This design comes from an exercise in tuning for a short achievable clock period and few clock cycles on the open sky130 flow, not from production work. Only simulation tests tie the RTL to the original design; equivalence was not proved. No activity file was given, so power comes from the tool's default toggle rates.

## MCU
module MCU(clk,reset,imem_addr,imem_data,dmem_addr,dmem_we,dmem_wdata,dmem_rdata,
           in_data,out_we,out_addr,out_data);
input clk,reset;
output [7:0] imem_addr;
input [16:0] imem_data;
output [7:0] dmem_addr;
output dmem_we;
output [7:0] dmem_wdata;
input [7:0] dmem_rdata;
input [7:0] in_data;
output out_we;
output [7:0] out_addr, out_data;
localparam [4:0] OP_ADD = 5'b00001, OP_ANI = 5'b00010, OP_ADI = 5'b00011,
                 OP_SUB = 5'b00100, OP_SLT = 5'b00101, OP_NOT = 5'b00110,
                 OP_LD  = 5'b00111, OP_ST  = 5'b01000, OP_MOV = 5'b01001,
                 OP_JMP = 5'b01010, OP_JMR = 5'b01011, OP_JML = 5'b01100,
                 OP_ORI = 5'b01101, OP_XOR = 5'b01110, OP_SHL = 5'b01111,
                 OP_SHR = 5'b10001, OP_BZ  = 5'b10010, OP_BNZ = 5'b10011,
                 OP_IN  = 5'b10100, OP_OUT = 5'b10101;
reg [7:0]  pc_f;         
reg        kill_f;       
reg [16:0] ir_d;         
reg [7:0]  pc1_d;        
reg        kill_d;       
reg [7:0]  a_ex, b_ex;   
reg [7:0]  q_addr;       
reg [7:0]  q_wdata;      
reg [2:0]  sh_ex;
reg [7:0]  mskl_ex, mskr_ex;   
reg [2:0]  da_ex;
reg        rw_ex, mw_ex, out_ex;
reg        add_ex, sub_ex, slt_ex, and_ex, or_ex, xor_ex, not_ex, mov_ex,
           shl_ex, shr_ex, ld_ex, in_ex;
reg        bz_ex, bnz_ex, jr_ex, jpc_ex;
reg        pend_ex;      
reg [7:0]  t_ex;         
reg [7:0]  t1_ex;        
reg [7:0]  rf [1:7];
wire [7:0] res_ex;
wire       zr_ex;
MCU_alu u_alu (.a(a_ex), .b(b_ex), .sh(sh_ex), .mskl(mskl_ex), .mskr(mskr_ex),
               .op_add(add_ex), .op_sub(sub_ex), .op_slt(slt_ex), .op_and(and_ex),
               .op_or(or_ex), .op_xor(xor_ex), .op_not(not_ex), .op_mov(mov_ex),
               .op_shl(shl_ex), .op_shr(shr_ex), .op_ld(ld_ex), .op_in(in_ex),
               .rdata(dmem_rdata), .indata(in_data), .res(res_ex), .zr(zr_ex));
assign dmem_addr  = q_addr;
assign dmem_wdata = q_wdata;
assign dmem_we    = mw_ex;
assign out_addr   = q_addr;
assign out_data   = q_wdata;
assign out_we     = out_ex;
always @(posedge clk)
  if (rw_ex && da_ex != 3'd0) rf[da_ex] <= res_ex;
wire a_ex_zero = (a_ex == 8'd0);
wire ex_cond   = (bz_ex & a_ex_zero) | (bnz_ex & ~a_ex_zero);
wire ex_taken  = jpc_ex | jr_ex | ex_cond;
  ...
==> flow/config.mk <==
export PLATFORM = sky130hd
export DESIGN_NAME = MCU
export DESIGN_NICKNAME = MCU
export VERILOG_FILES = /design/flow/design.v
export SDC_FILE = /design/flow/constraint.sdc
export NUM_CORES = 4
export LEC_CHECK = 0
export ABC_CLOCK_PERIOD_IN_PS = 2000
export CAP_MARGIN = 20
export CORE_MARGIN = 2
export CORE_UTILIZATION = 40
export SLEW_MARGIN = 20
export SYNTH_HIERARCHICAL = 1
export TNS_END_PERCENT = 100
==> flow/constraint.sdc <==
create_clock -name core_clock -period 8.0 [get_ports {clk}]
set_input_delay 1.6000 -clock core_clock [delete_from_list [all_inputs] [get_ports {clk}]]
set_output_delay 1.6000 -clock core_clock [all_outputs]
set_load 0.01 [all_outputs]
standard.sh (not shown) runs the stock make flow with config.mk's settings and CLKGATE_MAP_FILE= SYNTH_SCRIPT=/design/flow/synth_recipe.tcl, a recipe that flattens the netlist after the stock synthesis.
==> flow/flow/run.sh <==
#!/bin/bash
set -euo pipefail
bash standard.sh SETUP_SLACK_MARGIN=5.8 finish > standard_flow.log 2>&1
Testbench counts at the start, summed over its fixed seeds: cycles 140,963.
Rerun with:
==> flow/flow/run.sh (replaced) <==
#!/bin/bash
set -euo pipefail
bash standard.sh SETUP_SLACK_MARGIN=5.5 finish > standard_flow.log 2>&1
Result:
- global-route usage came out higher by 0.75 points
- wire length hardly moves
- sequential share of layout area came out higher by 0.41 points
Rerun with:
==> flow/run.sh (new file) <==
#!/bin/bash
# synth_recipe.tcl (not shown) runs the flow's synth.tcl, then flattens the netlist and writes it again
# the make line also repeats each setting of config.mk as NAME=value (left out here)
make -C /OpenROAD-flow-scripts/flow DESIGN_CONFIG=/design/flow/config.mk WORK_HOME=/design/flow/orfs CLKGATE_MAP_FILE= SYNTH_SCRIPT=/design/flow/synth_recipe.tcl finish
SETUP_SLACK_MARGIN = 5   (was unset)
removed: flow/flow/run.sh
removed: flow/standard.sh
After rerunning: Wire length decreases by 6.3%. Total power fell by about 3.2%. Hold slack is better by 0.0066 ns. Fmax shrinks by about 5%. Area after synthesis does not change. Flip-flop and latch count stays the same. Cell area drops by about 2.3%.

## red
Another version of the RTL of MCU (not shown whole).
For scale: roughly 140 flip-flops, ~77 I/O pins.
clock: 8.0 ns
lec_check: 0
cap_margin: 20
core_margin: 2
core_utilization: 40
slew_margin: 20
run.sh (not shown) runs the stock make flow with config.mk's settings and CLKGATE_MAP_FILE= SYNTH_SCRIPT=/design/flow/synth_recipe.tcl, a recipe that flattens the netlist after the stock synthesis.
Stock flow here: none of the scripts above is used.
Having completed the whole flow, red delivered a layout that passed the timing, design-rule and antenna checks.
Testbench counts of red, summed over its fixed seeds: cycles 140,939.
Input-level comparison between blue and red:
- ABC_CLOCK_PERIOD_IN_PS newly set to 2500
- TNS_END_PERCENT newly set to 100
- SETUP_SLACK_MARGIN newly set to 5
Results
Clock latency on the worst-skew pair essentially unchanged between blue and red. Estimated wirelength of the detail-placed design, blue and red: higher on blue. No run among blue and red stopped early or left any final violation; all are clean. Note that the via count of the first global-routing pass recorded for red amounts to 0.927 times the value seen in blue. Routed wire length on met3 in blue is 10% above red.

## v24
Another version of the RTL of MCU (not shown whole).
Size: ~77 I/O pins.
==> flow/config.mk <==
export PLATFORM = sky130hd
export DESIGN_NAME = MCU
export DESIGN_NICKNAME = MCU
export VERILOG_FILES = /design/flow/design.v
export SDC_FILE = /design/flow/constraint.sdc
export NUM_CORES = 4
export LEC_CHECK = 0
export ABC_CLOCK_PERIOD_IN_PS = 2000
export CAP_MARGIN = 20
export CORE_MARGIN = 2
export CORE_UTILIZATION = 40
export SLEW_MARGIN = 20
export SYNTH_HIERARCHICAL = 1
export TNS_END_PERCENT = 100
==> flow/constraint.sdc <==
create_clock -name core_clock -period 8.0 [get_ports {clk}]
set_input_delay 1.6000 -clock core_clock [delete_from_list [all_inputs] [get_ports {clk}]]
set_output_delay 1.6000 -clock core_clock [all_outputs]
set_load 0.01 [all_outputs]
standard.sh (not shown) runs the stock make flow with config.mk's settings and CLKGATE_MAP_FILE= SYNTH_SCRIPT=/design/flow/synth_recipe.tcl, a recipe that flattens the netlist after the stock synthesis.
==> flow/flow/run.sh <==
#!/bin/bash
set -euo pipefail
bash standard.sh SETUP_SLACK_MARGIN=5.8 MATCH_CELL_FOOTPRINT=0 \
  "BUFFER_PORTS_ARGS=-buffer_cell sky130_fd_sc_hd__buf_4" finish > standard_flow.log 2>&1
Testbench counts of v24, summed over its fixed seeds: cycles 136,101.
Input-level comparison between v15 and v24:
==> flow/flow/run.sh <==
#!/bin/bash
set -euo pipefail
bash standard.sh SETUP_SLACK_MARGIN=5.5 MATCH_CELL_FOOTPRINT=0 \
  "BUFFER_PORTS_ARGS=-buffer_cell sky130_fd_sc_hd__buf_4" finish > standard_flow.log 2>&1
[summary]
Utilization v24 -> v15: down. Number of clock buffer instances in the layout (v15 vs. v24) increases by more than 10%. Per the comparison of v15 with v24, post-layout net count dropped 73, CTS buffer count fell 1, post-cts gate resize count saw a decrease, final cell area excluding filler cells shrank by about 7%. Re final period utilization: v15 is 1.7 points down on v24. Post-route total power down 0.00030 W in v15 wrt v24. Clock power delta (v15 − v24): favourable. From v24 to v15 the numbers moved as follows: non-clock buffer count has decreased, share of total power in sequential cells has increased.
Modified inputs, v55 compared to v15
- changing CORE_UTILIZATION from 40 to 55
Results
- Compared with v15, v55 shows a routability congestion estimate from global placement that is 0.0097 higher.
- The combinational share of power of v15 and that of v55 are within noise of each other.
- Compared with v15, in v55 effective utilization at floorplan went up, total power divided by cell area did not really move, cell count along the critical path went up.
- When v55 is set beside v15, its required arrival time at the worst endpoint turns out to be 0.06 ns smaller.
- Total wire length after detailed routing: v55 worse than v15
- Against v15, the final cell area of v55 is higher.
- Re final period demand of the worst path: v15 was lower than v55.
- v55 vs v15 on die outline width: v55 is the lower one.

[afterwards: timing with drivers on the ports]
How much do the figures lean on ideal ports? The routed layouts below were timed once more, with nothing changed but the port constraints. Step 1, drivers: a clkbuf_16 drives clk and a buf_2 each remaining input, both assumed. Step 2 also shifts input and output timing later by t, the mid clock arrival at the registers, as if the neighbouring blocks saw the same clock. Slacks: ideal / step 1 / step 2; pairs: ideal / step 1.
run	t, ns	slack for setup (ns)	hold WS [ns]	worst setup path after step 2	worst data-port slew with drivers (ns)
the first run of note 1	0.478	5.008 / 5.008 / 4.617	0.344 / 0.344 / 0.344	input to register	0.04
the second run of note 1	0.467	5.070 / 5.073 / 4.626	0.340 / 0.340 / 0.340	input to register	0.04
the third run of note 1	0.478	4.924 / 4.924 / 4.557	0.346 / 0.346 / 0.346	input to register	0.04
red	0.468	3.437 / 3.455 / 2.988	0.346 / 0.346 / 0.346	input to register	0.04
blue	0.463	4.191 / 4.204 / 3.741	0.345 / 0.345 / 0.345	input to register	0.05
v24	0.586	5.167 / 5.167 / 4.759	0.333 / 0.333 / 0.333	input to register	0.20
v15	0.597	5.306 / 5.256 / 4.725	0.336 / 0.336 / 0.336	input to register	0.22
v55	0.577	5.236 / 5.231 / 4.653	0.341 / 0.341 / 0.341	input to register	0.18
After both steps setup and hold are still met in every run listed. For v55, which loses most, drivers alone change the setup slack by -0.005 ns; drivers and shift together by -0.583 ns.
